Source: an optimization exercise on an open RTL-to-GDS flow (aim: small area). Production flows keep margins and buffers that such runs may drop. In this exercise RTL edits were held to simulation tests only and were not proved equivalent to the original. No activity file was given, so power comes from the tool's default toggle rates.

==> flow/design.v (outline; a module is shown in full before it is edited, if it fits) <==
// module adv_timer_apb_if: 882 lines
// module comparator: 160 lines
// module input_stage: 123 lines
// module prescaler: 68 lines
// module timer_cntrl: 56 lines
// module up_down_counter: 140 lines
// module timer_module: 175 lines
// module apb_adv_timer: 469 lines
module apb_adv_timer #(
  parameter APB_ADDR_WIDTH = 12,
  parameter EXTSIG_NUM     = 32,
  parameter TIMER_NBITS    = 16
) (
  input  logic                      HCLK,
  input  logic                      HRESETn,
  input  logic [APB_ADDR_WIDTH-1:0] PADDR,
  input  logic               [31:0] PWDATA,
  input  logic                      PWRITE,
  input  logic                      PSEL,
  input  logic                      PENABLE,
  output logic               [31:0] PRDATA,
  output logic                      PREADY,
  output logic                      PSLVERR,
  input  logic                      dft_cg_enable_i,
  input  logic                      low_speed_clk_i,
  input  logic     [EXTSIG_NUM-1:0] ext_sig_i,
  output logic                [3:0] events_o, 
  output logic                [3:0] ch_0_o, 
  output logic                [3:0] ch_1_o, 
  output logic                [3:0] ch_2_o, 
  output logic                [3:0] ch_3_o
);
  // ...
==> flow/run.sh <==
#!/bin/bash
# synth_recipe.tcl (not shown) runs the flow's synth.tcl, then flattens the netlist and writes it again
# the make line also repeats each setting of config.mk as NAME=value (left out here)
make -C /OpenROAD-flow-scripts/flow DESIGN_CONFIG=/design/flow/config.mk WORK_HOME=/design/flow/orfs CLKGATE_MAP_FILE= SYNTH_SCRIPT=/design/flow/synth_recipe.tcl finish
==> flow/config.mk <==
export PLATFORM = sky130hd
export DESIGN_NAME = apb_adv_timer
export DESIGN_NICKNAME = apb_adv_timer
export VERILOG_FILES = /design/flow/design.v
export SDC_FILE = /design/flow/constraint.sdc
export NUM_CORES = 4
export LEC_CHECK = 0
export CAP_MARGIN = 20
export CORE_MARGIN = 2
export CORE_UTILIZATION = 40
export SLEW_MARGIN = 20
==> flow/constraint.sdc <==
create_clock -name core_clock -period 10.0 [get_ports {HCLK}]
set_input_delay 2.0000 -clock core_clock [delete_from_list [all_inputs] [get_ports {HCLK}]]
set_output_delay 2.0000 -clock core_clock [all_outputs]
set_load 0.01 [all_outputs]
==> results.py, run 1 <==
metrics = {
    "status": {
        "run_status": "timing/DRC/antenna clean",
    },
    "global_routing": {
        "grt.met2_usage_pct": 45.6,
        "grt_max_degree": 175,
        "grtUsageTotal_pct": 32.0,
        "initial_antenna_violation_count": 17,
        "grt-busiest-layer": "met2",
    },
    "clock_tree": {
        "ctsRootBufferMaster": "sky130_fd_sc_hd__clkbuf_16",
        "cts_tree": "yes",
    },
    "worst_setup_path": {
        "cp_slowest_cell": "sky130_fd_sc_hd__nor4_1",
        "worst_ep_arrival_ns": 7.04,
        "critical_register_to_register_path_endpoint": "u_tim2.u_prescaler.r_counter[4]",
        "timing.critical_path.depth": 13,
        "critical_path.cell_chain": "clkdlybuf4s50_1 -> nor2_1 -> nand3b_1 -> buf_4 -> nor2_2 -> buf_4 -> a22o_1 -> a221oi_1 -> nand4_1 -> nor4_1 -> buf_4 -> nand4_1 -> clkdlybuf4s50_1",
        "critical_path_peak_fanout": 13,
        "r2r_slack_ns": 4.70,
    },
    "final_layout": {
        "inverters": 133,
        "num-nets-final": 7411,
        "fraction_of_final_layout_cells_sized_beyond_drive_strength_1_pct": 27.4,
        "highest_count_cells_in_the_layout_ignoring_fill_and_taps": "sky130_fd_sc_hd__dfrtp_1, sky130_fd_sc_hd__mux2_2, sky130_fd_sc_hd__nand2_1",
        "fin_cells": 10143,
        "multi_input_cells": 5107,
        "clock_area_share_pct": 6.24,
    },
    "route": {
        "highest_layer": "met5",
        "met3WireLength_um": 35600,
        "wl_per_cell_um": 33.7,
    },
    "synthesis": {
        "synthCells": 7384,
        "synth.yosys.seq_area_share_pct": 46.9,
        "compound_gate_fraction_of_synth_area_pct": 12.1,
        "yosys-top-cells-area": "sky130_fd_sc_hd__dfrtp_1, sky130_fd_sc_hd__mux2_2, sky130_fd_sc_hd__xor2_1",
        "synth_top_cell_by_area": "sky130_fd_sc_hd__dfrtp_1",
        "netlist-cell-type-count": 102,
    },
    "placement": {
        "detailed_place.area_um2": 86400,
    },
    "sta": {
        "setup_viol": 0,
        "fin_tns_setup_ns": 0,
    },
    "floorplanning": {
        "core_um2": 204000,
    },
    "hold_path": {
        "worst_hold_path_type": "flip-flop to flip-flop",
    },
}
==> module comparator, before the edit <==
module comparator #(
  parameter NUM_BITS = 16
) (
  input  logic                clk_i,
  input  logic                rstn_i,
  input  logic                clk_en_i,
  input  logic                ctrl_active_i,
  input  logic                ctrl_update_i,
  input  logic                ctrl_rst_i,
  input  logic [NUM_BITS-1:0] cfg_comp_i,
  input  logic          [2:0] cfg_comp_op_i,
  input  logic                timer_end_i,
  input  logic                timer_valid_i,
  input  logic                timer_sawtooth_i,
  input  logic [NUM_BITS-1:0] timer_count_i,
  output logic                result_o
);
  logic [NUM_BITS-1:0] r_comp;
  logic          [2:0] r_comp_op; 
  logic                r_value;
  logic                r_active;
  logic                r_is_2nd_event;
  logic                s_match;
  logic                s_2nd_event;
  assign s_match = timer_valid_i & (r_comp == timer_count_i);
  assign s_2nd_event = timer_sawtooth_i ? timer_end_i : s_match;
  assign result_o = r_value;  
  always_ff @(posedge clk_i or negedge rstn_i) begin : proc_r_comp
    if(~rstn_i) begin
      r_comp    <= 0;
      r_comp_op <= 0;
    end else if (clk_en_i) begin
      if (ctrl_update_i)  
      begin
        r_comp    <= cfg_comp_i;
        r_comp_op <= cfg_comp_op_i; 
      end
    end
  end
  always_ff @(posedge clk_i or negedge rstn_i) begin : proc_r_value
    if(~rstn_i) begin
      r_value <= 0;
      r_is_2nd_event <= 1'b0;
    end else if (clk_en_i) begin
      if  (ctrl_rst_i)
      begin
        r_value <= 1'b0;
        r_is_2nd_event <= 1'b0;
      end
      else if (timer_valid_i && ctrl_active_i)
      begin
        case(r_comp_op)
          3'b000:
            r_value <= s_match ? 1'b1 : r_value;
          3'b001:
          begin
            if(timer_sawtooth_i)
            begin
              if(s_match)
                r_value <= ~r_value;
              else if(s_2nd_event)
                r_value <= 1'b0;
            end
            else
            begin
              if(s_match && !r_is_2nd_event)
              begin
                r_value <= ~r_value;
                r_is_2nd_event <= 1'b1;
              end
              else if(s_match && r_is_2nd_event)
              begin
                r_value <= 1'b0;
                r_is_2nd_event <= 1'b0;
              end
            end
          end
          3'b010:
          begin
            if(timer_sawtooth_i)
            begin
              if(s_match)
                r_value <= 1'b1;
              else if(s_2nd_event)
                r_value <= 1'b0;
            end
            else
            begin
              if(s_match && !r_is_2nd_event)
              begin
                r_value <= 1'b1;
                r_is_2nd_event <= 1'b1;
              end
              else if(s_match && r_is_2nd_event)
              begin
                r_value <= 1'b0;
                r_is_2nd_event <= 1'b0;
              end
            end
          end
          3'b011:
            r_value <= s_match ? ~r_value : r_value;
          3'b100:
            r_value <= s_match ? 1'b0 : r_value;
          3'b101:
          begin
            if(timer_sawtooth_i)
            begin
              if(s_match)
                r_value <= ~r_value;
              else if(s_2nd_event)
                r_value <= 1'b1;
            end
            else
            begin
              if(s_match && !r_is_2nd_event)
              begin
                r_value <= ~r_value;
                r_is_2nd_event <= 1'b1;
              end
              else if(s_match && r_is_2nd_event)
              begin
                r_value <= 1'b1;
                r_is_2nd_event <= 1'b0;
              end
            end
          end
          3'b110:
          begin
            if(timer_sawtooth_i)
            begin
              if(s_match)
                r_value <= 1'b0;
              else if(s_2nd_event)
                r_value <= 1'b1;
            end
            else
            begin
              if(s_match && !r_is_2nd_event)
              begin
                r_value <= 1'b0;
                r_is_2nd_event <= 1'b1;
              end
              else if(s_match && r_is_2nd_event)
              begin
                r_value <= 1'b1;
                r_is_2nd_event <= 1'b0;
              end
            end
          end
          default:
          begin
            r_value        <= r_value;
            r_is_2nd_event <= 1'b0;
          end
        endcase  
      end
    end
  end
endmodule  
==> module input_stage, before the edit <==
module input_stage #(
  parameter EXTSIG_NUM = 32
) (
  input  logic                  clk_i,
  input  logic                  rstn_i,
  input  logic                clk_en_i,
  input  logic                  ctrl_active_i,
  input  logic                  ctrl_update_i,
  input  logic                  ctrl_arm_i,
  input  logic                  cnt_end_i,
  input  logic            [7:0] cfg_sel_i,
  input  logic                  cfg_sel_clk_i,
  input  logic            [2:0] cfg_mode_i,
  input  logic                  ls_clk_i,
  input  logic [EXTSIG_NUM-1:0] signal_i,
  output logic                  event_o
);
  logic s_rise;
  logic s_rise_ls_clk;
  logic s_fall;
  logic s_int_evnt;
  logic s_event;
  logic                r_active;
  logic                r_event;
  logic                r_oldval;
  logic                s_int_sig;
  logic          [7:0] r_sel; 
  logic          [2:0] r_mode;
  logic                r_armed;
  logic          [2:0] r_ls_clk_sync;
  assign s_rise = ~r_oldval &  s_int_sig;
  assign s_fall =  r_oldval & ~s_int_sig;
  assign s_rise_ls_clk = ~r_ls_clk_sync[2] & r_ls_clk_sync[1];
  always_ff @(posedge clk_i or negedge rstn_i) begin : proc_r_ls_clk_sync
    if(~rstn_i) begin
      r_ls_clk_sync <= 'h0;
    end else if (clk_en_i) begin
      r_ls_clk_sync <= {r_ls_clk_sync[1:0],ls_clk_i};
    end
  end
  always_ff @(posedge clk_i or negedge rstn_i) begin : proc_r_mode
    if(~rstn_i) begin
      r_mode    <= 0;
      r_sel     <= 0;
    end else if (clk_en_i) begin
      if (ctrl_update_i)
      begin
        r_mode    <= cfg_mode_i;
        r_sel     <= cfg_sel_i; 
      end
    end
  end
  always_comb begin : proc_event_o
    if(cfg_sel_clk_i)
      event_o = s_int_evnt & s_rise_ls_clk;
    else
      event_o = s_int_evnt;
  end
  always_comb begin : proc_s_int_evnt
    case (r_mode)
      3'b000:
        s_int_evnt = 1'b1;          
      3'b001:
        s_int_evnt = ~s_int_sig;
      3'b010:
        s_int_evnt = s_int_sig;
      3'b011:
        s_int_evnt = s_rise;
      3'b100:
        s_int_evnt = s_fall;
      3'b101:
        s_int_evnt = s_rise | s_fall;
      3'b110:
      begin
        if(r_armed)
          s_int_evnt = s_rise ? 1'b1 : r_event;
        else
          s_int_evnt = 1'b0;
      end
      3'b111:
      begin
        if(r_armed)
          s_int_evnt = s_fall ? 1'b1 : r_event;
        else
          s_int_evnt = 1'b0;
      end
    endcase  
  end
  always_comb begin : proc_int_sig
    s_int_sig = 0;
    for (int i=0;i<EXTSIG_NUM;i++)
    begin
      if (r_sel == i)
        s_int_sig = signal_i[i];
    end
  end
  always_ff @(posedge clk_i or negedge rstn_i) begin : proc_r_event
    if(~rstn_i) begin
      r_event <= 1'b0;
      r_armed <= 1'b0;
    end else if (clk_en_i) begin
      if (r_armed)
        r_event <= s_int_evnt;
      else if(cnt_end_i)
        r_event <= 1'b0;
      if (ctrl_arm_i)
        r_armed <= 1'b1;
      else if(cnt_end_i)
        r_armed <= 1'b0;
    end
  end
  always_ff @(posedge clk_i or negedge rstn_i) begin : proc_r_sync
    if(~rstn_i) begin
      r_oldval <= 0;
    end else if (clk_en_i) begin
      if (ctrl_active_i)
      begin
        if (!cfg_sel_clk_i || (cfg_sel_clk_i && s_rise_ls_clk))
          r_oldval <= s_int_sig;
      end
    end
  end
endmodule  
==> module prescaler, before the edit <==
module  prescaler (
  input  logic                clk_i,
  input  logic                rstn_i,
  input  logic                clk_en_i,
  input  logic                ctrl_active_i,
  input  logic                ctrl_update_i,
  input  logic                ctrl_rst_i,
  input  logic          [7:0] cfg_presc_i,
  input  logic                event_i,
  output logic                event_o
);
  logic   [7:0] r_presc;
  logic   [7:0] r_counter;
  always_ff @(posedge clk_i or negedge rstn_i) begin : proc_r_presc
    if(~rstn_i) begin
      r_presc <= 0;
    end else if (clk_en_i) begin
      if ( ctrl_update_i )  
      begin
        r_presc <= cfg_presc_i;
      end
    end
  end
  always_ff @(posedge clk_i or negedge rstn_i) begin : proc_r_counter
    if(~rstn_i) begin
      r_counter <= 0;
      event_o <= 0;
    end else if (clk_en_i) begin
      if (ctrl_rst_i)
      begin
        r_counter <= 0;
        event_o   <= 0;
      end
      else if (ctrl_active_i)
      begin
        if (event_i)
        begin
          if(r_presc == 0)
          begin
            event_o <= 1'b1;
          end
          else
          begin
            if (r_counter == r_presc)
            begin
              event_o   <= 1'b1;
              r_counter <= 0;
            end
            else
            begin
              event_o   <= 1'b0;
              r_counter <= r_counter + 1;
            end
          end
        end
        else
        begin
          event_o <= 1'b0;
        end
      end
      else
      begin
        r_counter <= 0;
        event_o   <= 0;
      end
    end
  end
endmodule  
==> module up_down_counter, before the edit <==
module up_down_counter #(
  parameter NUM_BITS = 16
) (
  input  logic                clk_i,
  input  logic                rstn_i,
  input  logic                clk_en_i,
  input  logic                cfg_sawtooth_i,
  input  logic [NUM_BITS-1:0] cfg_start_i,
  input  logic [NUM_BITS-1:0] cfg_end_i,
  input  logic                ctrl_update_i,
  input  logic                ctrl_rst_i,
  input  logic                ctrl_active_i,
  input  logic                counter_event_i,
  output logic                counter_end_o,
  output logic                counter_saw_o,
  output logic                counter_evt_o,
  output logic [NUM_BITS-1:0] counter_o
);
  logic [NUM_BITS-1:0] r_counter;
  logic [NUM_BITS-1:0] r_start;
  logic [NUM_BITS-1:0] r_end;
  logic [NUM_BITS-1:0] s_counter;
  logic [NUM_BITS-1:0] s_start;
  logic [NUM_BITS-1:0] s_end;
  logic                r_direction;  
  logic                r_sawtooth;  
  logic                r_event;
  logic                s_direction;  
  logic                s_sawtooth; 
  logic                s_is_update; 
  logic                s_do_update; 
  logic                s_pending_update; 
  logic                r_pending_update; 
  assign counter_o     = r_counter;
  assign counter_saw_o = r_sawtooth;
  assign counter_evt_o = ctrl_active_i & r_event;
  assign counter_end_o = ctrl_active_i & r_event & s_is_update;
  assign s_is_update = r_sawtooth ? (r_counter == r_end) : (r_direction && (r_counter == r_start-1));
  always_ff @(posedge clk_i or negedge rstn_i) begin : proc_r_event
    if(~rstn_i) begin
      r_event <= 0;
      r_pending_update <= 0;
    end else if (clk_en_i) begin
      r_pending_update <= s_pending_update;
      if (ctrl_active_i)
        r_event <= counter_event_i;
    end
  end
  always_comb begin : proc_s_do_update
    s_pending_update = r_pending_update;
    s_do_update      = 0;
    if (ctrl_update_i || r_pending_update)
    begin
      if(ctrl_update_i && !ctrl_active_i)
      begin
        s_pending_update = 0;
        s_do_update      = 1;
      end
      else if(s_is_update)
      begin
        s_pending_update = 0;
        s_do_update      = counter_event_i;
      end
      else
      begin
        s_pending_update = 1;
        s_do_update      = 0;
      end
    end
    else if(ctrl_rst_i)
    begin
        s_pending_update = 0;
        s_do_update      = 1;
    end
  end
  always_comb begin : proc_s_counter
    s_counter   = r_counter;
    s_start     = r_start;
    s_sawtooth  = r_sawtooth;
    s_end       = r_end;
    s_direction = r_direction;
    if(s_do_update)
    begin
      s_counter   = cfg_start_i;
      s_start     = cfg_start_i;
      s_sawtooth  = cfg_sawtooth_i;
      s_end       = cfg_end_i;
      s_direction = 1'b0;
    end
    else if(counter_event_i && ctrl_active_i)
    begin
      if (!r_direction && (r_counter == r_end))
      begin
        if (r_sawtooth)
        begin
          s_counter   = r_start;
          s_direction = 1'b0;
        end
        else 
        begin
          s_counter    = r_counter - 1;
          s_direction  = 1'b1;
        end
      end
      else if (r_direction && (r_counter == r_start))
      begin
        s_counter    = r_counter + 1;
        s_direction  = 1'b0;
      end
      else
      begin
        if (r_direction)
          s_counter  = r_counter - 1;
        else
          s_counter  = r_counter + 1;
      end
    end
  end
  always_ff @(posedge clk_i or negedge rstn_i) begin : proc_r_counter
    if(~rstn_i) begin
      r_counter   <= 0;
      r_start     <= 0;
      r_end       <= 0;
      r_direction <= 0;
      r_sawtooth  <= 1'b1;
    end else if (clk_en_i) begin
      if (s_do_update || (counter_event_i && ctrl_active_i))
      begin
        r_counter   <= s_counter;
        r_direction <= s_direction;
      end
      if (s_do_update)
      begin
        r_start     <= s_start    ;
        r_end       <= s_end      ;
        r_sawtooth  <= s_sawtooth ;       
      end
    end
  end
endmodule
==> run 2, diff against run 1 <==
==> flow/design.v (replaced) <==
`resetall
`timescale 1ns / 1ps
module adv_timer_apb_if #(
  parameter APB_ADDR_WIDTH = 12
) (
  input  logic                      HCLK,
  input  logic                      HRESETn,
  input  logic [APB_ADDR_WIDTH-1:0] PADDR,
  input  logic               [31:0] PWDATA,
  input  logic                      PWRITE,
  input  logic                      PSEL,
  input  logic                      PENABLE,
  output logic               [31:0] PRDATA,
  output logic                      PREADY,
  output logic                      PSLVERR,
  output logic               [3:0]  events_en_o,
  output logic              [15:0]  events_sel_o,    
  input  logic              [63:0]  counter_i,       
  output logic               [3:0]  start_o,
  output logic               [3:0]  stop_o,
  output logic               [3:0]  update_o,
  output logic               [3:0]  arm_o,
  output logic               [3:0]  rst_o,
  output logic               [3:0]  saw_o,
  output logic              [31:0]  in_sel_o,        
  output logic               [3:0]  in_clk_o,
  output logic              [11:0]  in_mode_o,       
  output logic              [31:0]  presc_o,         
  output logic             [127:0]  th_o,            
  output logic             [255:0]  ch_th_o,         
  output logic              [47:0]  ch_mode_o,       
  output logic               [3:0]  clk_en_o
);
  logic [7:0] s_apb_addr;
  logic       s_write;
  assign s_apb_addr = PADDR[9:2];
  assign s_write    = PSEL & PENABLE & PWRITE;
  logic       r_cmd_valid;
  logic [1:0] r_cmd_timer;
  logic [4:0] r_cmd;
  always_ff @(posedge HCLK or negedge HRESETn) begin : proc_cmd_valid
    if (~HRESETn)
      r_cmd_valid <= 1'b0;
    else
      r_cmd_valid <= s_write && (s_apb_addr[7:6] == 2'b00) && (s_apb_addr[3:0] == 4'd0);
  end
  always_ff @(posedge HCLK) begin : proc_cmd
    r_cmd_timer <= s_apb_addr[5:4];
    r_cmd       <= PWDATA[4:0];
  end
  logic [3:0] r_event_en;
  logic [15:0] r_event_sel;
  logic [3:0] r_clk_en;
  logic [127:0] r_th;
  logic [31:0]  r_presc;
  logic [31:0]  r_in_sel;
  logic [3:0]       r_in_clk;
  logic [11:0]  r_in_mode;
  logic [3:0]       r_saw;
  logic [255:0] r_ch_th;
  logic [47:0]  r_ch_mode;
  logic [287:0] r_ch_lut;      
  logic [15:0]  r_ch_lut_valid;  
  genvar t, c;
  generate
    for (t = 0; t < 4; t++) begin : g_tim
      logic s_sel;
      assign s_sel = s_write && (s_apb_addr[7:4] == {2'b00, t[1:0]});
      always_ff @(posedge HCLK or negedge HRESETn) begin : proc_regs
        if (~HRESETn) begin
          r_th[t*32 +: 32]      <= '0;
          r_presc[t*8 +: 8]   <= '0;
          r_in_sel[t*8 +: 8]  <= '0;
          r_in_clk[t]  <= 1'b0;
          r_in_mode[t*3 +: 3] <= '0;
          r_saw[t]     <= 1'b1;
        end else begin
          if (s_sel && s_apb_addr[3:0] == 4'd2)
            r_th[t*32 +: 32] <= PWDATA;
          if (s_sel && s_apb_addr[3:0] == 4'd1) begin
            r_in_sel[t*8 +: 8]  <= PWDATA[7:0];
            r_in_mode[t*3 +: 3] <= PWDATA[10:8];
            r_in_clk[t]  <= PWDATA[11];
            r_saw[t]     <= PWDATA[12];
            r_presc[t*8 +: 8]   <= PWDATA[23:16];
          end
        end
      end
      for (c = 0; c < 4; c++) begin : g_ch
        always_ff @(posedge HCLK or negedge HRESETn) begin : proc_ch
          if (~HRESETn) begin
            r_ch_th[(4*t+c)*16 +: 16]        <= '0;
            r_ch_mode[(4*t+c)*3 +: 3]      <= '0;
            r_ch_lut_valid[4*t+c] <= 1'b0;
          end else begin
            if (s_sel && s_apb_addr[3:0] == 4'd3 + c) begin
              r_ch_th[(4*t+c)*16 +: 16]   <= PWDATA[15:0];
              r_ch_mode[(4*t+c)*3 +: 3] <= PWDATA[18:16];
            end
            if (s_sel && s_apb_addr[3:0] == 4'd7 + c)
              r_ch_lut_valid[4*t+c] <= 1'b1;
          end
        end
        always_ff @(posedge HCLK) begin : proc_lut
          if (s_sel && s_apb_addr[3:0] == 4'd7 + c)
            r_ch_lut[(4*t+c)*18 +: 18] <= PWDATA[17:0];
        end
              end
      assign start_o[t]  = r_cmd_valid && (r_cmd_timer == t) && r_cmd[0];
      assign stop_o[t]   = r_cmd_valid && (r_cmd_timer == t) && r_cmd[1];
      assign update_o[t] = r_cmd_valid && (r_cmd_timer == t) && r_cmd[2];
      assign rst_o[t]    = r_cmd_valid && (r_cmd_timer == t) && r_cmd[3];
      assign arm_o[t]    = r_cmd_valid && (r_cmd_timer == t) && r_cmd[4];
    end
  endgenerate
  always_ff @(posedge HCLK or negedge HRESETn) begin : proc_glob
    if (~HRESETn) begin
      r_event_sel <= '0;
      r_event_en  <= '0;
      r_clk_en    <= '0;
    end else begin
      if (s_write && s_apb_addr == 8'h40) begin
        r_event_sel <= PWDATA[15:0];
        r_event_en  <= PWDATA[19:16];
      end
      if (s_write && s_apb_addr == 8'h41)
        r_clk_en <= PWDATA[3:0];
    end
  end
  assign th_o      = r_th;
  assign presc_o   = r_presc;
  assign in_sel_o  = r_in_sel;
  assign in_clk_o  = r_in_clk;
  assign in_mode_o = r_in_mode;
  assign saw_o     = r_saw;
  assign ch_th_o   = r_ch_th;
  assign ch_mode_o = r_ch_mode;
  assign events_en_o  = r_event_en;
  assign events_sel_o = r_event_sel;
  assign clk_en_o     = r_clk_en;
  always_comb begin : proc_rdata
    PRDATA = '0;
    for (int i = 0; i < 4; i++) begin
      if (s_apb_addr == {2'b00, i[1:0], 4'd1})
        PRDATA = PRDATA | {8'h0, r_presc[i*8 +: 8], 3'h0, r_saw[i], r_in_clk[i], r_in_mode[i*3 +: 3], r_in_sel[i*8 +: 8]};
      if (s_apb_addr == {2'b00, i[1:0], 4'd2})
        PRDATA = PRDATA | r_th[i*32 +: 32];
      for (int j = 0; j < 4; j++) begin
        if (s_apb_addr == {2'b00, i[1:0], 4'd3 + j[3:0]})
          PRDATA = PRDATA | {13'h0, r_ch_mode[(4*i+j)*3 +: 3], r_ch_th[(4*i+j)*16 +: 16]};
        if (s_apb_addr == {2'b00, i[1:0], 4'd7 + j[3:0]} && r_ch_lut_valid[4*i+j])
          PRDATA = PRDATA | {14'h0, r_ch_lut[(4*i+j)*18 +: 18]};
      end
      if (s_apb_addr == {2'b00, i[1:0], 4'd11})
        PRDATA = PRDATA | {16'h0, counter_i[i*16 +: 16]};
    end
    if (s_apb_addr == 8'h40)
      PRDATA = PRDATA | {12'h0, r_event_en, r_event_sel};
    if (s_apb_addr == 8'h41)
      PRDATA = PRDATA | {28'h0, r_clk_en};
  end
  assign PREADY  = 1'b1;
  assign PSLVERR = 1'b0;
endmodule  
`resetall
`resetall
`timescale 1ns / 1ps
module comparator #(
  parameter NUM_BITS = 16
) (
  input  logic                clk_i,
  input  logic                rstn_i,
  input  logic                clk_en_i,
  input  logic                ctrl_active_i,
  input  logic                ctrl_update_i,
  input  logic                ctrl_rst_i,
  input  logic [NUM_BITS-1:0] cfg_comp_i,
  input  logic          [2:0] cfg_comp_op_i,
  input  logic                timer_end_i,
  input  logic                timer_valid_i,
  input  logic                timer_sawtooth_i,
  input  logic [NUM_BITS-1:0] timer_count_i,
  output logic                result_o
);
  logic [NUM_BITS-1:0] r_comp;
  logic          [2:0] r_comp_op;
  logic                r_value;
  logic                r_is_2nd_event;
  logic                s_match;
  logic                s_step;
  logic                s_two_evt;    
  logic                s_first_val;  
  logic                s_second_val; 
  logic                s_value;
  logic                s_is_2nd;
  assign s_match = (r_comp == timer_count_i);
  assign s_step  = timer_valid_i & ctrl_active_i;
  assign result_o = r_value;
  always_ff @(posedge clk_i) begin : proc_r_comp
    if (clk_en_i && ctrl_update_i) begin
      r_comp    <= cfg_comp_i;
      r_comp_op <= cfg_comp_op_i;
    end
  end
  always_comb begin : proc_next
    s_two_evt    = 1'b0;
    s_first_val  = r_value;
    s_second_val = r_value;
    case (r_comp_op)
      3'b000:    s_first_val = 1'b1;
      3'b001: begin s_two_evt = 1'b1; s_first_val = ~r_value; s_second_val = 1'b0; end
      3'b010: begin s_two_evt = 1'b1; s_first_val = 1'b1;     s_second_val = 1'b0; end
      3'b011:    s_first_val = ~r_value;
      3'b100:    s_first_val = 1'b0;
      3'b101: begin s_two_evt = 1'b1; s_first_val = ~r_value; s_second_val = 1'b1; end
      3'b110: begin s_two_evt = 1'b1; s_first_val = 1'b0;     s_second_val = 1'b1; end
      default:    ;
    endcase
    s_value  = r_value;
    s_is_2nd = r_is_2nd_event;
    if (r_comp_op == 3'b111)
      s_is_2nd = 1'b0;
    else if (s_two_evt && !timer_sawtooth_i) begin
      if (s_match) begin
        s_value  = r_is_2nd_event ? s_second_val : s_first_val;
        s_is_2nd = ~r_is_2nd_event;
      end
    end else begin
      if (s_match)
        s_value = s_first_val;
      else if (s_two_evt && timer_end_i)
        s_value = s_second_val;
    end
  end
  always_ff @(posedge clk_i or negedge rstn_i) begin : proc_r_value
    if(~rstn_i) begin
      r_value <= 1'b0;
    end else if (clk_en_i) begin
      if (ctrl_rst_i)
        r_value <= 1'b0;
      else if (s_step)
        r_value <= s_value;
    end
  end
  always_ff @(posedge clk_i) begin : proc_r_is_2nd
    if (clk_en_i) begin
      if (ctrl_rst_i)
        r_is_2nd_event <= 1'b0;
      else if (s_step)
        r_is_2nd_event <= s_is_2nd;
    end
  end
endmodule  
`resetall
`resetall
`timescale 1ns / 1ps
module input_stage #(
  parameter EXTSIG_NUM = 32
) (
  input  logic                  clk_i,
  input  logic                  rstn_i,
  input  logic                clk_en_i,
  input  logic                  ctrl_active_i,
  input  logic                  ctrl_update_i,
  input  logic                  ctrl_arm_i,
  input  logic                  cnt_end_i,
  input  logic            [7:0] cfg_sel_i,
  input  logic                  cfg_sel_clk_i,
  input  logic            [2:0] cfg_mode_i,
  input  logic                  ls_clk_i,
  input  logic [EXTSIG_NUM-1:0] signal_i,
  output logic                  event_o
);
  logic s_rise;
  logic s_rise_ls_clk;
  logic s_fall;
  logic s_int_evnt;
  logic s_event;
  logic                r_active;
  logic                r_event;
  logic                r_oldval;
  logic                s_int_sig;
  logic          [5:0] r_sel;    
  logic          [2:0] r_mode;
  logic                r_armed;
  logic          [2:0] r_ls_clk_sync;
  assign s_rise = ~r_oldval &  s_int_sig;
  assign s_fall =  r_oldval & ~s_int_sig;
  assign s_rise_ls_clk = ~r_ls_clk_sync[2] & r_ls_clk_sync[1];
  always_ff @(posedge clk_i or negedge rstn_i) begin : proc_r_ls_clk_sync
    if(~rstn_i) begin
      r_ls_clk_sync <= 'h0;
    end else if (clk_en_i) begin
      r_ls_clk_sync <= {r_ls_clk_sync[1:0],ls_clk_i};
    end
  end
  always_ff @(posedge clk_i or negedge rstn_i) begin : proc_r_mode
    if(~rstn_i) begin
      r_mode    <= 0;
    end else if (clk_en_i) begin
      if (ctrl_update_i)
        r_mode    <= cfg_mode_i;
    end
  end
  always_ff @(posedge clk_i) begin : proc_r_sel
    if (clk_en_i && ctrl_update_i)
      r_sel <= {cfg_sel_i[5:4] | {2{|cfg_sel_i[7:6]}}, cfg_sel_i[3:0]};
  end
  always_comb begin : proc_event_o
    if(cfg_sel_clk_i)
      event_o = s_int_evnt & s_rise_ls_clk;
    else
      event_o = s_int_evnt;
  end
  always_comb begin : proc_s_int_evnt
    case (r_mode)
      3'b000:
        s_int_evnt = 1'b1;          
      3'b001:
        s_int_evnt = ~s_int_sig;
      3'b010:
        s_int_evnt = s_int_sig;
      3'b011:
        s_int_evnt = s_rise;
      3'b100:
        s_int_evnt = s_fall;
      3'b101:
        s_int_evnt = s_rise | s_fall;
      3'b110:
      begin
        if(r_armed)
          s_int_evnt = s_rise ? 1'b1 : r_event;
        else
          s_int_evnt = 1'b0;
      end
      3'b111:
      begin
        if(r_armed)
          s_int_evnt = s_fall ? 1'b1 : r_event;
        else
          s_int_evnt = 1'b0;
      end
    endcase  
  end
  logic [63:0] s_sig_pad;
  assign s_sig_pad = {{(64-EXTSIG_NUM){1'b0}}, signal_i};
  assign s_int_sig = s_sig_pad[r_sel];
  always_ff @(posedge clk_i or negedge rstn_i) begin : proc_r_event
    if(~rstn_i) begin
      r_event <= 1'b0;
      r_armed <= 1'b0;
    end else if (clk_en_i) begin
      if (r_armed)
        r_event <= s_int_evnt;
      else if(cnt_end_i)
        r_event <= 1'b0;
      if (ctrl_arm_i)
        r_armed <= 1'b1;
      else if(cnt_end_i)
        r_armed <= 1'b0;
    end
  end
  always_ff @(posedge clk_i or negedge rstn_i) begin : proc_r_sync
    if(~rstn_i) begin
      r_oldval <= 0;
    end else if (clk_en_i) begin
      if (ctrl_active_i)
      begin
        if (!cfg_sel_clk_i || (cfg_sel_clk_i && s_rise_ls_clk))
          r_oldval <= s_int_sig;
      end
    end
  end
endmodule  
`resetall
`resetall
`timescale 1ns / 1ps
module  prescaler (
  input  logic                clk_i,
  input  logic                rstn_i,
  input  logic                clk_en_i,
  input  logic                ctrl_active_i,
  input  logic                ctrl_update_i,
  input  logic                ctrl_rst_i,
  input  logic          [7:0] cfg_presc_i,
  input  logic                event_i,
  output logic                event_o
);
  logic   [7:0] r_presc;
  logic   [7:0] r_counter;
  always_ff @(posedge clk_i) begin : proc_r_presc
    if (clk_en_i && ctrl_update_i)
      r_presc <= cfg_presc_i;
  end
  always_ff @(posedge clk_i) begin : proc_r_counter
    if (clk_en_i) begin
      if (ctrl_rst_i)
        r_counter <= 0;
      else if (ctrl_active_i && event_i && (r_presc != 0))
      begin
        if (r_counter == r_presc)
          r_counter <= 0;
        else
          r_counter <= r_counter + 1;
      end
    end
  end
  always_ff @(posedge clk_i) begin : proc_event_o
    if (clk_en_i) begin
      if (ctrl_rst_i || !ctrl_active_i || !event_i)
        event_o <= 1'b0;
      else
        event_o <= (r_presc == 0) || (r_counter == r_presc);
    end
  end
endmodule  
`resetall
`resetall
`timescale 1ns / 1ps
module timer_cntrl (
  input  logic       clk_i,
  input  logic       rstn_i,
  input  logic                clk_en_i,
  input  logic       cfg_start_i,
  input  logic       cfg_stop_i,
  input  logic       cfg_rst_i,
  input  logic       cfg_update_i,
  input  logic       cfg_arm_i,
  output logic       ctrl_cnt_upd_o,
  output logic       ctrl_all_upd_o,
  output logic       ctrl_active_o,
  output logic       ctrl_rst_o,
  output logic       ctrl_arm_o,
  input  logic       cnt_update_i,
  output logic [7:0] status_o
);
  logic r_active;
  logic r_pending;
  assign ctrl_arm_o = cfg_arm_i;
  assign status_o = {6'h0,r_pending};
  assign ctrl_active_o = r_active;
  always_comb begin : proc_sm
    if (cfg_start_i && !r_active)
    begin
      ctrl_rst_o     = 1'b1;
      ctrl_cnt_upd_o = 1'b1;
      ctrl_all_upd_o = 1'b1;
    end
    else
    begin
      ctrl_rst_o     = cfg_rst_i;
      ctrl_cnt_upd_o = cfg_update_i;
      ctrl_all_upd_o = cnt_update_i;      
    end
  end
  always_ff @(posedge clk_i or negedge rstn_i) begin : proc_r_active
    if(~rstn_i) begin
      r_active <= 0;
      r_pending <= 0;
    end else if (clk_en_i) begin
      if (cfg_start_i)
        r_active <= 1;
      else if (cfg_stop_i)
        r_active <= 0;
      if (cnt_update_i && !cfg_update_i)
      begin
        r_pending <= 0;
      end
      else if(cfg_update_i)
      begin
        r_pending <= 1;
      end
    end
  end
endmodule
`resetall
`resetall
`timescale 1ns / 1ps
module up_down_counter #(
  parameter NUM_BITS = 16
) (
  input  logic                clk_i,
  input  logic                rstn_i,
  input  logic                clk_en_i,
  input  logic                cfg_sawtooth_i,
  input  logic [NUM_BITS-1:0] cfg_start_i,
  input  logic [NUM_BITS-1:0] cfg_end_i,
  input  logic                ctrl_update_i,
  input  logic                ctrl_rst_i,
  input  logic                ctrl_active_i,
  input  logic                counter_event_i,
  output logic                counter_end_o,
  output logic                counter_saw_o,
  output logic                counter_evt_o,
  output logic [NUM_BITS-1:0] counter_o
);
  logic [NUM_BITS-1:0] r_counter;
  logic [NUM_BITS-1:0] r_start;
  logic [NUM_BITS-1:0] r_end;
  logic [NUM_BITS-1:0] s_counter;
  logic                r_direction;  
  logic                r_sawtooth;  
  logic                r_event;
  logic                s_direction;  
  logic                s_is_update; 
  logic                s_do_update; 
  logic                s_pending_update; 
  logic                r_pending_update; 
  assign counter_o     = r_counter;
  assign counter_saw_o = r_sawtooth;
  assign counter_evt_o = ctrl_active_i & r_event;
  assign counter_end_o = ctrl_active_i & r_event & s_is_update;
  logic [NUM_BITS-1:0] s_cnt_inc;
  logic [NUM_BITS-1:0] s_cnt_dec;
  logic                s_cnt_carry;
  assign {s_cnt_carry, s_cnt_inc} = {1'b0, r_counter} + 1;
  assign s_cnt_dec = r_counter - 1;
  assign s_is_update = r_sawtooth ? (r_counter == r_end) : (r_direction && !s_cnt_carry && (s_cnt_inc == r_start));
  always_ff @(posedge clk_i or negedge rstn_i) begin : proc_r_event
    if(~rstn_i) begin
      r_event <= 0;
      r_pending_update <= 0;
    end else if (clk_en_i) begin
      r_pending_update <= s_pending_update;
      if (ctrl_active_i)
        r_event <= counter_event_i;
    end
  end
  always_comb begin : proc_s_do_update
    s_pending_update = r_pending_update;
    s_do_update      = 0;
    if (ctrl_update_i || r_pending_update)
    begin
      if(ctrl_update_i && !ctrl_active_i)
      begin
        s_pending_update = 0;
        s_do_update      = 1;
      end
      else if(s_is_update)
      begin
        s_pending_update = 0;
        s_do_update      = counter_event_i;
      end
      else
      begin
        s_pending_update = 1;
        s_do_update      = 0;
      end
    end
    else if(ctrl_rst_i)
    begin
        s_pending_update = 0;
        s_do_update      = 1;
    end
  end
  always_comb begin : proc_s_counter
    s_counter   = r_counter;
    s_direction = r_direction;
    if(s_do_update)
    begin
      s_counter   = cfg_start_i;
      s_direction = 1'b0;
    end
    else if (!r_direction && (r_counter == r_end))
    begin
      if (r_sawtooth)
      begin
        s_counter   = r_start;
        s_direction = 1'b0;
      end
      else
      begin
        s_counter    = s_cnt_dec;
        s_direction  = 1'b1;
      end
    end
    else if (r_direction && (r_counter == r_start))
    begin
      s_counter    = s_cnt_inc;
      s_direction  = 1'b0;
    end
    else
    begin
      if (r_direction)
        s_counter  = s_cnt_dec;
      else
        s_counter  = s_cnt_inc;
    end
  end
  always_ff @(posedge clk_i or negedge rstn_i) begin : proc_r_counter
    if(~rstn_i) begin
      r_counter   <= 0;
    end else if (clk_en_i) begin
      if (s_do_update || (counter_event_i && ctrl_active_i))
        r_counter   <= s_counter;
    end
  end
  always_ff @(posedge clk_i) begin : proc_r_bounds
    if (clk_en_i) begin
      if (s_do_update || (counter_event_i && ctrl_active_i))
        r_direction <= s_direction;
      if (s_do_update)
      begin
        r_start     <= cfg_start_i;
        r_end       <= cfg_end_i;
        r_sawtooth  <= cfg_sawtooth_i;
      end
    end
  end
endmodule
`resetall
`resetall
`timescale 1ns / 1ps
module timer_module #(
  parameter NUM_BITS = 16,
  parameter N_EXTSIG = 32
) (
  input  logic        clk_i,
  input  logic            rstn_i,
  input  logic            clk_en_i,
  input  logic                cfg_start_i,
  input  logic                cfg_stop_i,
  input  logic                cfg_rst_i,
  input  logic                cfg_update_i,
  input  logic                cfg_arm_i,
  input  logic          [7:0] cfg_sel_i,
  input  logic                cfg_sel_clk_i,
  input  logic          [2:0] cfg_mode_i,
  input  logic          [7:0] cfg_presc_i,
  input  logic                cfg_sawtooth_i,
  input  logic [NUM_BITS-1:0] cfg_cnt_start_i,
  input  logic [NUM_BITS-1:0] cfg_cnt_end_i,
  input  logic [NUM_BITS-1:0] cfg_comp_ch0_i,
  input  logic          [2:0] cfg_comp_op_ch0_i,
  input  logic [NUM_BITS-1:0] cfg_comp_ch1_i,
  input  logic          [2:0] cfg_comp_op_ch1_i,
  input  logic [NUM_BITS-1:0] cfg_comp_ch2_i,
  input  logic          [2:0] cfg_comp_op_ch2_i,
  input  logic [NUM_BITS-1:0] cfg_comp_ch3_i,
  input  logic          [2:0] cfg_comp_op_ch3_i,
  input  logic                ls_clk_i,
  input  logic [N_EXTSIG-1:0] signal_i,
  output logic [NUM_BITS-1:0] counter_o,
  output logic          [3:0] pwm_o,
  output logic          [7:0] status_o
);
  logic s_ctrl_update_cnt;
  logic s_ctrl_update_all;
  logic s_ctrl_active;
  logic s_ctrl_rst;
  logic s_ctrl_arm;
  logic s_cnt_update;  
  logic s_in_evt;
  logic s_presc_evt;
  logic s_cnt_end;
  logic s_cnt_saw;
  logic s_cnt_evt;
  logic [NUM_BITS-1:0] s_cnt;
  assign counter_o = s_cnt;
  timer_cntrl u_controller
  (
    .clk_i          ( clk_i      ),
    .rstn_i         ( rstn_i     ),
    .clk_en_i         ( clk_en_i          ),
    .cfg_start_i    ( cfg_start_i       ),
    .cfg_stop_i     ( cfg_stop_i        ),
    .cfg_rst_i      ( cfg_rst_i         ),
    .cfg_update_i   ( cfg_update_i      ),
    .cfg_arm_i      ( cfg_arm_i         ),
    .ctrl_cnt_upd_o ( s_ctrl_update_cnt ),
    .ctrl_all_upd_o ( s_ctrl_update_all ),
    .ctrl_active_o  ( s_ctrl_active     ),
    .ctrl_rst_o     ( s_ctrl_rst        ),
    .ctrl_arm_o     ( s_ctrl_arm        ),
    .cnt_update_i   ( s_cnt_evt         ),
    .status_o       ( status_o          )
  );
  input_stage #(
    .EXTSIG_NUM(N_EXTSIG)
  ) u_in_stage (
    .clk_i         ( clk_i             ),
    .rstn_i        ( rstn_i            ),
    .clk_en_i         ( clk_en_i          ),
    .ctrl_update_i ( s_ctrl_update_all ),
    .ctrl_active_i ( s_ctrl_active     ),
    .ctrl_arm_i    ( s_ctrl_arm        ),
    .cnt_end_i     ( s_cnt_end         ),
    .cfg_sel_i     ( cfg_sel_i         ),
    .cfg_sel_clk_i ( cfg_sel_clk_i     ),
    .cfg_mode_i    ( cfg_mode_i        ),
    .ls_clk_i      ( ls_clk_i          ),
    .signal_i      ( signal_i          ),
    .event_o       ( s_in_evt          )
  );
  prescaler u_prescaler
  (
    .clk_i         ( clk_i             ),
    .rstn_i        ( rstn_i            ),
    .clk_en_i         ( clk_en_i          ),
    .ctrl_update_i ( s_ctrl_update_all ),
    .ctrl_active_i ( s_ctrl_active     ),
    .ctrl_rst_i    ( s_ctrl_rst        ),
    .cfg_presc_i   ( cfg_presc_i       ),
    .event_i       ( s_in_evt          ),
    .event_o       ( s_presc_evt       )
  );
  up_down_counter u_counter
  (
    .clk_i           ( clk_i             ),
    .rstn_i          ( rstn_i            ),
    .clk_en_i         ( clk_en_i          ),
    .ctrl_update_i   ( s_ctrl_update_cnt ),
    .ctrl_rst_i      ( s_ctrl_rst        ),
    .ctrl_active_i   ( s_ctrl_active     ),
    .cfg_sawtooth_i  ( cfg_sawtooth_i    ),
    .cfg_start_i     ( cfg_cnt_start_i   ),
    .cfg_end_i       ( cfg_cnt_end_i     ),
    .counter_event_i ( s_presc_evt       ),
    .counter_end_o   ( s_cnt_end         ),
    .counter_saw_o   ( s_cnt_saw         ),
    .counter_evt_o   ( s_cnt_evt         ),
    .counter_o       ( s_cnt             )
  );
  comparator u_comp_ch0
  (
    .clk_i            ( clk_i             ),
    .rstn_i           ( rstn_i            ),
    .clk_en_i         ( clk_en_i          ),
    .ctrl_update_i    ( s_ctrl_update_all ),
    .ctrl_active_i    ( s_ctrl_active     ),
    .ctrl_rst_i       ( s_ctrl_rst        ),
    .timer_end_i      ( s_cnt_end         ),
    .timer_valid_i    ( s_cnt_evt         ),
    .timer_sawtooth_i ( s_cnt_saw         ),
    .timer_count_i    ( s_cnt             ),
    .cfg_comp_op_i    ( cfg_comp_op_ch0_i ),
    .cfg_comp_i       ( cfg_comp_ch0_i    ),
    .result_o         ( pwm_o[0]          )
  );
  comparator u_comp_ch1
  (
    .clk_i             ( clk_i          ),
    .rstn_i            ( rstn_i         ),
    .clk_en_i         ( clk_en_i          ),
    .ctrl_update_i     ( s_ctrl_update_all ),
    .ctrl_active_i     ( s_ctrl_active     ),
    .ctrl_rst_i        ( s_ctrl_rst        ),
    .timer_end_i       ( s_cnt_end      ),
    .timer_valid_i     ( s_cnt_evt      ),
    .timer_sawtooth_i  ( s_cnt_saw      ),
    .timer_count_i     ( s_cnt          ),
    .cfg_comp_op_i     ( cfg_comp_op_ch1_i ),
    .cfg_comp_i        ( cfg_comp_ch1_i    ),
    .result_o          ( pwm_o[1]   )
  );
  comparator u_comp_ch2
  (
    .clk_i             ( clk_i          ),
    .rstn_i            ( rstn_i         ),
    .clk_en_i         ( clk_en_i          ),
    .ctrl_update_i     ( s_ctrl_update_all ),
    .ctrl_active_i     ( s_ctrl_active     ),
    .ctrl_rst_i        ( s_ctrl_rst        ),
    .timer_end_i       ( s_cnt_end      ),
    .timer_valid_i     ( s_cnt_evt      ),
    .timer_sawtooth_i  ( s_cnt_saw      ),
    .timer_count_i     ( s_cnt          ),
    .cfg_comp_op_i     ( cfg_comp_op_ch2_i ),
    .cfg_comp_i        ( cfg_comp_ch2_i    ),
    .result_o          ( pwm_o[2]   )
  );
  comparator u_comp_ch3
  (
    .clk_i             ( clk_i          ),
    .rstn_i            ( rstn_i         ),
    .clk_en_i         ( clk_en_i          ),
    .ctrl_update_i     ( s_ctrl_update_all ),
    .ctrl_active_i     ( s_ctrl_active     ),
    .ctrl_rst_i        ( s_ctrl_rst        ),
    .timer_end_i       ( s_cnt_end      ),
    .timer_valid_i     ( s_cnt_evt      ),
    .timer_sawtooth_i  ( s_cnt_saw      ),
    .timer_count_i     ( s_cnt          ),
    .cfg_comp_op_i     ( cfg_comp_op_ch3_i ),
    .cfg_comp_i        ( cfg_comp_ch3_i    ),
    .result_o          ( pwm_o[3]   )
  );
endmodule  
`resetall
`resetall
`timescale 1ns / 1ps
module apb_adv_timer #(
  parameter APB_ADDR_WIDTH = 12,   
  parameter EXTSIG_NUM     = 32,
  parameter TIMER_NBITS    = 16
) (
  input  logic                      HCLK,
  input  logic                      HRESETn,
  input  logic [APB_ADDR_WIDTH-1:0] PADDR,
  input  logic               [31:0] PWDATA,
  input  logic                      PWRITE,
  input  logic                      PSEL,
  input  logic                      PENABLE,
  output logic               [31:0] PRDATA,
  output logic                      PREADY,
  output logic                      PSLVERR,
  input  logic                      dft_cg_enable_i,
  input  logic                      low_speed_clk_i,
  input  logic     [EXTSIG_NUM-1:0] ext_sig_i,
  output logic                [3:0] events_o,
  output logic                [3:0] ch_0_o,
  output logic                [3:0] ch_1_o,
  output logic                [3:0] ch_2_o,
  output logic                [3:0] ch_3_o
);
  localparam N_TIMEREXTSIG = EXTSIG_NUM+16;
  logic   [3:0] s_event_en;
  logic  [15:0] s_event_sel;
  logic   [3:0] s_start;
  logic   [3:0] s_stop;
  logic   [3:0] s_update;
  logic   [3:0] s_arm;
  logic   [3:0] s_rst;
  logic   [3:0] s_saw;
  logic  [31:0] s_in_sel;
  logic   [3:0] s_in_clk;
  logic  [11:0] s_in_mode;
  logic  [31:0] s_presc;
  logic [127:0] s_th;
  logic [255:0] s_ch_th;
  logic  [47:0] s_ch_mode;
  logic   [3:0] s_clk_en;
  logic  [63:0] s_counter;
  logic  [15:0] s_pwm;
  logic [N_TIMEREXTSIG-1:0] s_timer_signal;
  assign ch_0_o = s_pwm[3:0];
  assign ch_1_o = s_pwm[7:4];
  assign ch_2_o = s_pwm[11:8];
  assign ch_3_o = s_pwm[15:12];
  assign s_timer_signal = {s_pwm, ext_sig_i};
  adv_timer_apb_if #(
    .APB_ADDR_WIDTH ( APB_ADDR_WIDTH )
  ) u_apb_if (
    .HCLK           ( HCLK         ),
    .HRESETn        ( HRESETn      ),
    .PADDR          ( PADDR        ),
    .PWDATA         ( PWDATA       ),
    .PWRITE         ( PWRITE       ),
    .PSEL           ( PSEL         ),
    .PENABLE        ( PENABLE      ),
    .PRDATA         ( PRDATA       ),
    .PREADY         ( PREADY       ),
    .PSLVERR        ( PSLVERR      ),
    .events_en_o    ( s_event_en   ),
    .events_sel_o   ( s_event_sel  ),
    .counter_i      ( s_counter    ),
    .start_o        ( s_start      ),
    .stop_o         ( s_stop       ),
    .update_o       ( s_update     ),
    .arm_o          ( s_arm        ),
    .rst_o          ( s_rst        ),
    .saw_o          ( s_saw        ),
    .in_sel_o       ( s_in_sel     ),
    .in_clk_o       ( s_in_clk     ),
    .in_mode_o      ( s_in_mode    ),
    .presc_o        ( s_presc      ),
    .th_o           ( s_th         ),
    .ch_th_o        ( s_ch_th      ),
    .ch_mode_o      ( s_ch_mode    ),
    .clk_en_o       ( s_clk_en     )
  );
  genvar t;
  generate
    for (t = 0; t < 4; t++) begin : g_tim
      timer_module #(
        .NUM_BITS ( TIMER_NBITS   ),
        .N_EXTSIG ( N_TIMEREXTSIG )
      ) u_tim (
        .clk_i             ( HCLK                             ),
        .clk_en_i          ( s_clk_en[t] | dft_cg_enable_i    ),
        .rstn_i            ( HRESETn                          ),
        .cfg_start_i       ( s_start[t]                       ),
        .cfg_stop_i        ( s_stop[t]                        ),
        .cfg_rst_i         ( s_rst[t]                         ),
        .cfg_update_i      ( s_update[t]                      ),
        .cfg_arm_i         ( s_arm[t]                         ),
        .cfg_sel_i         ( s_in_sel[t*8 +: 8]               ),
        .cfg_sel_clk_i     ( s_in_clk[t]                      ),
        .cfg_mode_i        ( s_in_mode[t*3 +: 3]              ),
        .cfg_presc_i       ( s_presc[t*8 +: 8]                ),
        .cfg_sawtooth_i    ( s_saw[t]                         ),
        .cfg_cnt_start_i   ( s_th[t*32 +: 16]                 ),
        .cfg_cnt_end_i     ( s_th[t*32+16 +: 16]              ),
        .cfg_comp_ch0_i    ( s_ch_th[(4*t+0)*16 +: 16]        ),
        .cfg_comp_op_ch0_i ( s_ch_mode[(4*t+0)*3 +: 3]        ),
        .cfg_comp_ch1_i    ( s_ch_th[(4*t+1)*16 +: 16]        ),
        .cfg_comp_op_ch1_i ( s_ch_mode[(4*t+1)*3 +: 3]        ),
        .cfg_comp_ch2_i    ( s_ch_th[(4*t+2)*16 +: 16]        ),
        .cfg_comp_op_ch2_i ( s_ch_mode[(4*t+2)*3 +: 3]        ),
        .cfg_comp_ch3_i    ( s_ch_th[(4*t+3)*16 +: 16]        ),
        .cfg_comp_op_ch3_i ( s_ch_mode[(4*t+3)*3 +: 3]        ),
        .ls_clk_i          ( low_speed_clk_i                  ),
        .signal_i          ( s_timer_signal                   ),
        .counter_o         ( s_counter[t*16 +: 16]            ),
        .pwm_o             ( s_pwm[t*4 +: 4]                  ),
        .status_o          (                                  )
      );
    end
  endgenerate
  logic [7:0] r_event_sync;    
  genvar e;
  generate
    for (e = 0; e < 4; e++) begin : g_evt
      assign events_o[e] = s_event_en[e] & r_event_sync[2*e+1] & ~r_event_sync[2*e];
      always_ff @(posedge HCLK or negedge HRESETn) begin : proc_edgedet
        if (~HRESETn)
          r_event_sync[2*e +: 2] <= 2'b00;
        else if (s_event_en[e])
          r_event_sync[2*e +: 2] <= {s_pwm[s_event_sel[e*4 +: 4]], r_event_sync[2*e+1]};
      end
    end
  endgenerate
endmodule  
`resetall
==> flow/config.mk (replaced) <==
export PLATFORM = sky130hd
export DESIGN_NAME = apb_adv_timer
export DESIGN_NICKNAME = apb_adv_timer
export VERILOG_FILES = /design/flow/design.v
export SDC_FILE = /design/flow/constraint.sdc
export NUM_CORES = 4
export LEC_CHECK = 0
export ABC_AREA = 1
export ABC_CLOCK_PERIOD_IN_PS = 10000
export CAP_MARGIN = 20
export CORE_MARGIN = 2
export CORE_UTILIZATION = 40
export SLEW_MARGIN = 20
==> results.py, run 2 <==
metrics = {
    "sta": {
        "worst_pin_slew_ns": 1.29,
        "fin_tns_setup_ns": 0,
        "worst_clock_skew_ns": 0.0473,
        "rsz_0062_raised_after_global_routing": "no",
        "hold_violations": 0,
        "max-slew-margin-rel_pct": 13.7,
        "clock.fmax_mhz": 111,
        "timing.final.crit_period_ns": 8.97,
        "fin_crit_sh_pct": 89.7,
        "setup_viol": 0,
        "final_report_max_slew_violation_count": 0,
    },
    "worst_setup_path": {
        "worst_ep_arrival_ns": 6.97,
        "critPathKind": "input port to output port",
        "cpPeakStageDelay_ns": 0.81,
        "cp_slowest_cell": "sky130_fd_sc_hd__clkdlybuf4s50_1",
        "critPathLaunchType": "input port",
        "cp.required_ns": 8.00,
        "cp-end-kind": "output port",
        "critical_path.cell_chain": "clkdlybuf4s50_1 -> inv_1 -> nand3_1 -> clkinv_1 -> nand2_1 -> inv_1 -> buf_4 -> a22o_1 -> a221oi_1 -> nand4_1 -> nor2_1 -> nand3_1 -> clkdlybuf4s50_1",
        "critical_path_peak_fanout": 15,
    },
    "hold_path": {
        "worst_hold_path_type": "flip-flop to flip-flop",
    },
    "clock_tree": {
        "cts_sinks": 1536,
        "cts_buffers": 164,
        "cts_buffer_depth": 3,
        "cts_hold_buffers": 0,
        "clk-insertion-delay-late_ns": 0.87,
        "cts_tree": "yes",
        "cts.repair.resized": 0,
        "cts.repair_timing.setup_buffer_count": 0,
        "ctsRootBufferMaster": "sky130_fd_sc_hd__clkbuf_16",
        "ctsHtreeMaxLevel": 4,
        "clkSlewWorstSetupHoldPaths_ns": 0.06,
    },
    "route": {
        "wl_per_cell_um": 31.9,
        "met3WireLength_um": 40000,
        "wirelength_met1_um": 128000,
        "num_vias": 63870,
        "route.antenna.remaining_nets": 0,
        "via_per_inst": 5.98,
        "route.met2.wl_um": 143000,
        "totalWireLength_um": 340000,
        "highest_layer": "met5",
        "route.detailed.drc": 0,
        "firstDrtPassIters": 8,
        "drt_iter0_markers": 9828,
    },
    "global_routing": {
        "grtUsageTotal_pct": 35.0,
        "grt_max_degree": 164,
        "grt_pass1_vias": 58482,
        "initial_antenna_violation_count": 42,
        "grt_pass1_wl_um": 466000,
        "gr-total-overflow": 0,
    },
    "synthesis": {
        "synth.yosys.seq_area_share_pct": 57.1,
        "synth-main-ff-cell": "sky130_fd_sc_hd__edfxtp_1",
        "netlist-cell-type-count": 67,
        "synth_enable_flop_cells": 836,
        "flop_and_latch_count_out_of_synthesis": 1536,
        "synthesis.nets": 8050,
        "synth_top_cells_by_count": "sky130_fd_sc_hd__nand2_1, sky130_fd_sc_hd__o21ai_0, sky130_fd_sc_hd__edfxtp_1, sky130_fd_sc_hd__dfrtp_1, sky130_fd_sc_hd__inv_1",
        "synthCells": 7947,
        "compound_gate_fraction_of_synth_area_pct": 12.2,
        "synth_top_cell_area_share_pct": 33.7,
        "ys_warn_count": 7,
        "yosys.area_share.xor_xnor_pct": 5.38,
        "yosysMostFrequentCell": "sky130_fd_sc_hd__nand2_1",
        "syn-mean-instance-area_um2": 9.38,
        "yosys.area_share.simple_pct": 19.3,
        "synth_top_family_by_area": "simple AND/OR/NAND/NOR gates",
        "synthArstFlopShare_pct": 45.1,
        "synthesis.area_um2": 74600,
        "synth_adder_area_share_pct": 0.336,
        "synthMuxAreaShare_pct": 0.0403,
        "yosys-top-cells-area": "sky130_fd_sc_hd__edfxtp_1, sky130_fd_sc_hd__dfrtp_1, sky130_fd_sc_hd__nand2_1",
        "synth_top_cell_by_area": "sky130_fd_sc_hd__edfxtp_1",
    },
    "floorplanning": {
        "die_y_um": 436,
        "die_area_um2": 190000,
        "core_um2": 185000,
        "core.rowCount": 158,
        "ios": 137,
        "die_width_um": 436,
        "initial_utilization_pct": 40.2,
    },
    "final_layout": {
        "fraction_of_final_layout_cells_sized_beyond_drive_strength_1_pct": 8.30,
        "num-nets-final": 8145,
        "largest_register_ff_count": 288,
        "area_occupied_by_multi_input_gates_um2": 28000,
        "fin_cells": 10677,
        "regMostFlops": "u_apb_if.r_ch_lut",
        "syn_to_final_growth_pct": 13.5,
        "highest_count_cells_in_the_layout_ignoring_fill_and_taps": "sky130_fd_sc_hd__nand2_1, sky130_fd_sc_hd__o21ai_0, sky130_fd_sc_hd__edfxtp_1",
        "area.sequential_um2": 42600,
        "reg_top3": "u_apb_if.r_ch_lut (288), u_apb_if.r_ch_th (256), u_apb_if.r_th (128)",
        "filler_cell_count": 17607,
        "leading_cell_type_in_the_layout_fill_and_taps_excluded": "sky130_fd_sc_hd__nand2_1",
    },
    "placement": {
        "gp_congestion": 1.08,
        "portBuffers": 130,
        "hpwl_um": 248000,
        "cells_after_dpl": 10353,
    },
    "flow_run": {
        "max_cap_viol_count": 0,
    },
    "pwr": {
        "leakage_nw": 33.9,
        "vdd_ir_drop_max_mv": 0.186,
        "p_per_area_nw_per_um2": 209,
    },
    "status": {
        "run_status": "timing/DRC/antenna clean",
    },
}
[run 2: power by group]
group / total, mW / switching, mW / internal [mW]
Clock: 6.39 / 2.78 / 3.61
Combinational: 3.56 / 2.37 / 1.19
Sequential: 7.72 / 0.707 / 7.01
[run 2: path summary, 6_finish.rpt]
path	startpoint	end	slack (ns)	cells after the start
min in group asynchronous	HRESETn	u_apb_if.r_th[78]	1.11	1
max in group asynchronous	HRESETn	u_apb_if.r_event_sel[6]	6.76	3
setup reg to reg	g_tim[0].u_tim.u_counter.r_counter[0]	g_tim[0].u_tim.u_counter.r_end[10]	5.16	17
setup / recovery	PADDR[7]	PRDATA[10]	1.03	13
hold / removal	u_apb_if.r_ch_th[192]	g_tim[3].u_tim.u_comp_ch0.r_comp[0]	0.46	0
hold reg to reg	u_apb_if.r_ch_th[192]	g_tim[3].u_tim.u_comp_ch0.r_comp[0]	0.46	0
[run 2: final cells by class]
class | instances | share of cell area (%)
flip-flops and latches | 1536 | 50.3
multi-input cells | 5383 | 33.1
clock buffers | 243 | 5.65
well taps | 2480 | 3.67
repair buffers | 338 | 3.49
inverters | 619 | 2.75
clock inverters | 66 | 0.973
diodes | 12 | 0.0355
[run 2: critical path: cells and delay by family]
kind / cells / cell delay, ns
buffers and inverters: 6 / 2.79
AO/OA/AOI/OAI: 2 / 1.15
AND/OR/NAND/NOR: 5 / 0.96
[run 2: logic make-up after synthesis]
family                     after synthesis
muxes                                    3
xor gates and xnor gates               456
other                                    2
adders and majority gates               20
buffers and inverters                 1028
AOI/OAI and AO/OA                     1559
DFF                                   1536
and+or+nand+nor                       3343
[run 2: stage by stage]
step	power [mW]	utilization [%]	worst slack (ns)	hold WS [ns]	cell area, um2
CTS	17.6	45.6	1.03	0.468	84500
detailed placement	11.3	42.6	1.04	0.453	78900
finish	17.7	45.7	1.03	0.461	84600
global placement	11.3	42.6	1.12	0.452	78900
floorplan	10.0	-	2.60	0.437	74600
global route	18.3	45.7	1.04	0.477	84600
[run 2: per-layer routing]
layer | vias to the layer above | GRT usage (%)
li1 | 27386 | -
met1 | 31596 | 44.8
met2 | 3983 | 50.9
met3 | 883 | 10.1
met4 | 22 | 25.0
met5 | - | 0
==> run 3, diff against run 2 <==
--- a/flow/config.mk
+++ b/flow/config.mk
@@ -7,4 +7,2 @@
 export LEC_CHECK = 0
-export ABC_AREA = 1
-export ABC_CLOCK_PERIOD_IN_PS = 10000
 export CAP_MARGIN = 20
==> results.py, run 3 <==
metrics = {
    "status": {
        "run_status": "timing/DRC/antenna clean",
    },
    "global_routing": {
        "grt_pass1_wl_um": 390000,
        "initial_antenna_violation_count": 26,
        "grt_max_degree": 166,
        "gr-total-overflow": 0,
        "grtUsageTotal_pct": 29.7,
        "grt_pass1_vias": 49230,
    },
    "sta": {
        "timing.final.crit_period_ns": 8.79,
        "rsz_0062_raised_after_global_routing": "no",
        "hold_violations": 0,
        "whs_ns": 0.459,
        "worst_clock_skew_ns": 0.0290,
        "setup_viol": 0,
        "worst_pin_slew_ns": 1.21,
        "max-slew-margin-rel_pct": 19.2,
        "fin_tns_setup_ns": 0,
        "final_report_max_slew_violation_count": 0,
        "fin_crit_sh_pct": 87.9,
        "clock.fmax_mhz": 114,
    },
    "final_layout": {
        "syn_to_final_growth_pct": 13.6,
        "leading_cell_type_in_the_layout_fill_and_taps_excluded": "sky130_fd_sc_hd__edfxtp_1",
        "reg_top3": "u_apb_if.r_ch_lut (288), u_apb_if.r_ch_th (256), u_apb_if.r_th (128)",
        "regMostFlops": "u_apb_if.r_ch_lut",
        "num-nets-final": 5917,
        "highest_count_cells_in_the_layout_ignoring_fill_and_taps": "sky130_fd_sc_hd__edfxtp_1, sky130_fd_sc_hd__dfrtp_1, sky130_fd_sc_hd__mux2_2",
        "fraction_of_final_layout_cells_sized_beyond_drive_strength_1_pct": 21.3,
        "largest_register_ff_count": 288,
    },
    "worst_setup_path": {
        "path_delay_family": "simple AND/OR/NAND/NOR gates",
        "worst_ep_arrival_ns": 6.79,
        "cp_slowest_cell": "sky130_fd_sc_hd__nor4_1",
        "crit_buf_inv": 4,
        "critPathKind": "input port to output port",
        "ff2ff_path_depth": 12,
        "critPathLaunchType": "input port",
        "critical_path_peak_fanout": 20,
        "timing.critical_path.depth": 13,
        "cpPeakStageDelay_ns": 0.76,
        "cp.required_ns": 8.00,
        "cp-end-kind": "output port",
        "critical_path.cell_chain": "clkdlybuf4s50_1 -> nor2_1 -> nand2_1 -> nor2_4 -> buf_12 -> a22oi_1 -> nand2_1 -> a221oi_1 -> nand3_1 -> nor4_1 -> buf_4 -> nand4_1 -> clkdlybuf4s50_1",
    },
    "clock_tree": {
        "ctsRootBufferMaster": "sky130_fd_sc_hd__clkbuf_16",
        "clk-insertion-delay-late_ns": 0.83,
        "cts_buffers": 162,
        "clkSlewWorstSetupHoldPaths_ns": 0.06,
        "cts_buffer_depth": 3,
        "cts_tree": "yes",
        "cts_sinks": 1536,
        "ctsHtreeMaxLevel": 4,
        "cts.repair.resized": 0,
        "cts.repair_timing.setup_buffer_count": 0,
        "cts_hold_buffers": 0,
    },
    "pwr": {
        "leakage_nw": 33.1,
        "power.share.combinational_pct": 13.5,
        "power.switching_fraction_pct": 27.4,
        "seq_power_share_pct": 45.7,
        "vdd_ir_drop_max_mv": 0.206,
        "p_sw_mw": 4.17,
        "clock_power_share_pct": 40.8,
        "internal_power_mw": 11.0,
        "p_per_area_nw_per_um2": 183,
    },
    "synthesis": {
        "synthesis.nets": 5816,
        "netlist-cell-type-count": 91,
        "ys_warn_count": 7,
        "synthArstFlopShare_pct": 45.1,
        "synth_top_cell_by_area": "sky130_fd_sc_hd__edfxtp_1",
        "synth_top_cell_area_share_pct": 34.4,
        "flop_and_latch_count_out_of_synthesis": 1536,
        "synthesis.area_um2": 73100,
        "synthCells": 5713,
        "yosys-top-cells-area": "sky130_fd_sc_hd__edfxtp_1, sky130_fd_sc_hd__dfrtp_1, sky130_fd_sc_hd__mux2_2",
        "yosysMostFrequentCell": "sky130_fd_sc_hd__edfxtp_1",
        "synth_top_cells_by_count": "sky130_fd_sc_hd__edfxtp_1, sky130_fd_sc_hd__dfrtp_1, sky130_fd_sc_hd__mux2_2, sky130_fd_sc_hd__xor2_1, sky130_fd_sc_hd__nand2_1",
        "syn-mean-instance-area_um2": 12.8,
        "synth-main-ff-cell": "sky130_fd_sc_hd__edfxtp_1",
        "synth.yosys.seq_area_share_pct": 58.3,
        "synth_enable_flop_cells": 836,
    },
    "floorplanning": {
        "die_area_um2": 186000,
        "core.rowCount": 156,
        "ios": 137,
        "die_y_um": 431,
        "die_width_um": 431,
        "initial_utilization_pct": 40.3,
        "core_um2": 181000,
    },
    "route": {
        "totalWireLength_um": 282000,
        "drt_iter0_markers": 8179,
        "route.antenna.remaining_nets": 0,
        "firstDrtPassIters": 9,
        "num_vias": 53479,
        "wl_per_cell_um": 33.8,
        "route.detailed.drc": 0,
        "via_per_inst": 6.41,
    },
    "hold_path": {
        "worst_hold_path_type": "flip-flop to flip-flop",
        "min_delay_path_depth": 1,
    },
    "flow_run": {
        "max_cap_viol_count": 0,
    },
    "placement": {
        "hpwl_um": 194000,
        "gp_congestion": 0.956,
        "portBuffers": 130,
    },
}
==> run 3: layer usage <==
layer / vias up / global-route usage [%] / part of all wire (%)
met3: 612 / 7.71 / 12
met4: 16 / 15.2 / 5.8
met1: 27426 / 42.0 / 40
li1: 21852 / - / -
met2: 3573 / 42.1 / 42
met5: - / 0 / 0.037
==> run 3: metrics by stage <==
| step | total power, mW | instances | area, um2 | util, % | setup slack [ns] |
|---|---|---|---|---|---|
| floorplan | 8.22 | 5713 | 73100 | - | 2.33 |
| global placement | 9.04 | 8016 | 77400 | 42.8 | 1.34 |
| detailed placement | 9.07 | 8017 | 77500 | 42.8 | 1.33 |
| CTS | 15.2 | 8322 | 82900 | 45.8 | 1.30 |
| global route | 15.6 | 8328 | 83000 | 45.8 | 1.04 |
| finish | 15.2 | 8338 | 83000 | 45.8 | 1.21 |
==> run 3: worst register-to-register path, cell delays in order (launching register included) <==
cell and delay [ns]:
sky130_fd_sc_hd__edfxtp_1 0.88, sky130_fd_sc_hd__mux4_2 0.64, sky130_fd_sc_hd__mux4_2 0.53, sky130_fd_sc_hd__mux2i_1 0.17, sky130_fd_sc_hd__o21ai_0 0.33, sky130_fd_sc_hd__ha_1 0.41, sky130_fd_sc_hd__nand2_1 0.06, sky130_fd_sc_hd__o21ai_0 0.07
sky130_fd_sc_hd__o211ai_1 0.15, sky130_fd_sc_hd__o21ai_0 0.16, sky130_fd_sc_hd__nor2_1 0.13, sky130_fd_sc_hd__nand2_1 0.06, sky130_fd_sc_hd__a21oi_1 0.89
==> run 3: path summary, 6_finish.rpt <==
path                                                    start                                          to  slack, ns
max                                                  PADDR[7]                                   PRDATA[7]       1.21
max reg2reg                g_tim[2].u_tim.u_in_stage.r_sel[0]     g_tim[2].u_tim.u_prescaler.r_counter[7]       5.12
min reg2reg                        u_apb_if.r_ch_lut_valid[5]                  u_apb_if.r_ch_lut_valid[5]       0.46
min in group asynchronous                             HRESETn       g_tim[3].u_tim.u_counter.r_counter[8]       1.13
max in group asynchronous                             HRESETn  g_tim[2].u_tim.u_in_stage.r_ls_clk_sync[0]       6.86
min                                u_apb_if.r_ch_lut_valid[5]                  u_apb_if.r_ch_lut_valid[5]       0.46
==> run 3: final cells by class <==
type	instances	area, um2
well taps	2370	2970
repair buffers	343	2940
fillers	16225	98100
diodes	13	32.5
flip-flops and latches	1536	42600
multi-input cells	3707	28800
clock buffers	245	4840
clock inverters	60	589
inverters	64	245
==> run 3: power groups by stage <==
stage | logic, mW | registers, mW | clock network (mW)
6_report | 2.06 | 6.95 | 6.20
5_1_grt | 2.17 | 6.96 | 6.47
4_1_cts | 2.01 | 6.95 | 6.24
3_5_place_dp | 2.00 | 7.07 | 0
3_3_place_gp | 1.97 | 7.07 | 0
2_1_floorplan | 1.24 | 6.98 | 0
==> run 3: cells by family (layout without fill, tap and decap cells) <==
| logic type | after synthesis | after routing | synth area share (%) |
|---|---|---|---|
| muxes | 734 | 734 | 12.4 |
| DFF | 1536 | 1536 | 58.3 |
| AOI/OAI and AO/OA | 1021 | 1021 | 10.1 |
| other | 2 | 15 | 0.0103 |
| and+or+nand+nor | 1366 | 1366 | 9.45 |
| xor gates and xnor gates | 548 | 548 | 6.57 |
| adders and majority gates | 36 | 36 | 0.562 |
| buffers and inverters | 470 | 712 | 2.64 |

-- static timing again, ports no longer ideal --
The results above use ideal ports. As a check the final layouts listed here were re-extracted and re-timed, cells and wires unchanged. Step 1, drivers: a clkbuf_16 drives HCLK and a buf_2 each remaining input, both assumed. Step 2, shift: input delay + t, output delay - t, t = (earliest + latest rising clock arrival at the registers) / 2. This alone moves slack from input paths to output paths. Slacks: ideal / step 1 / step 2; pairs: ideal / step 1.
run	t (ns)	setup WS [ns]
run 1	0.922	0.963 / 0.920 / 0.920
run 2	0.935	1.027 / 1.002 / 1.002
run 3	0.897	1.209 / 1.135 / 1.135
After both steps setup and hold are still met in every run listed.
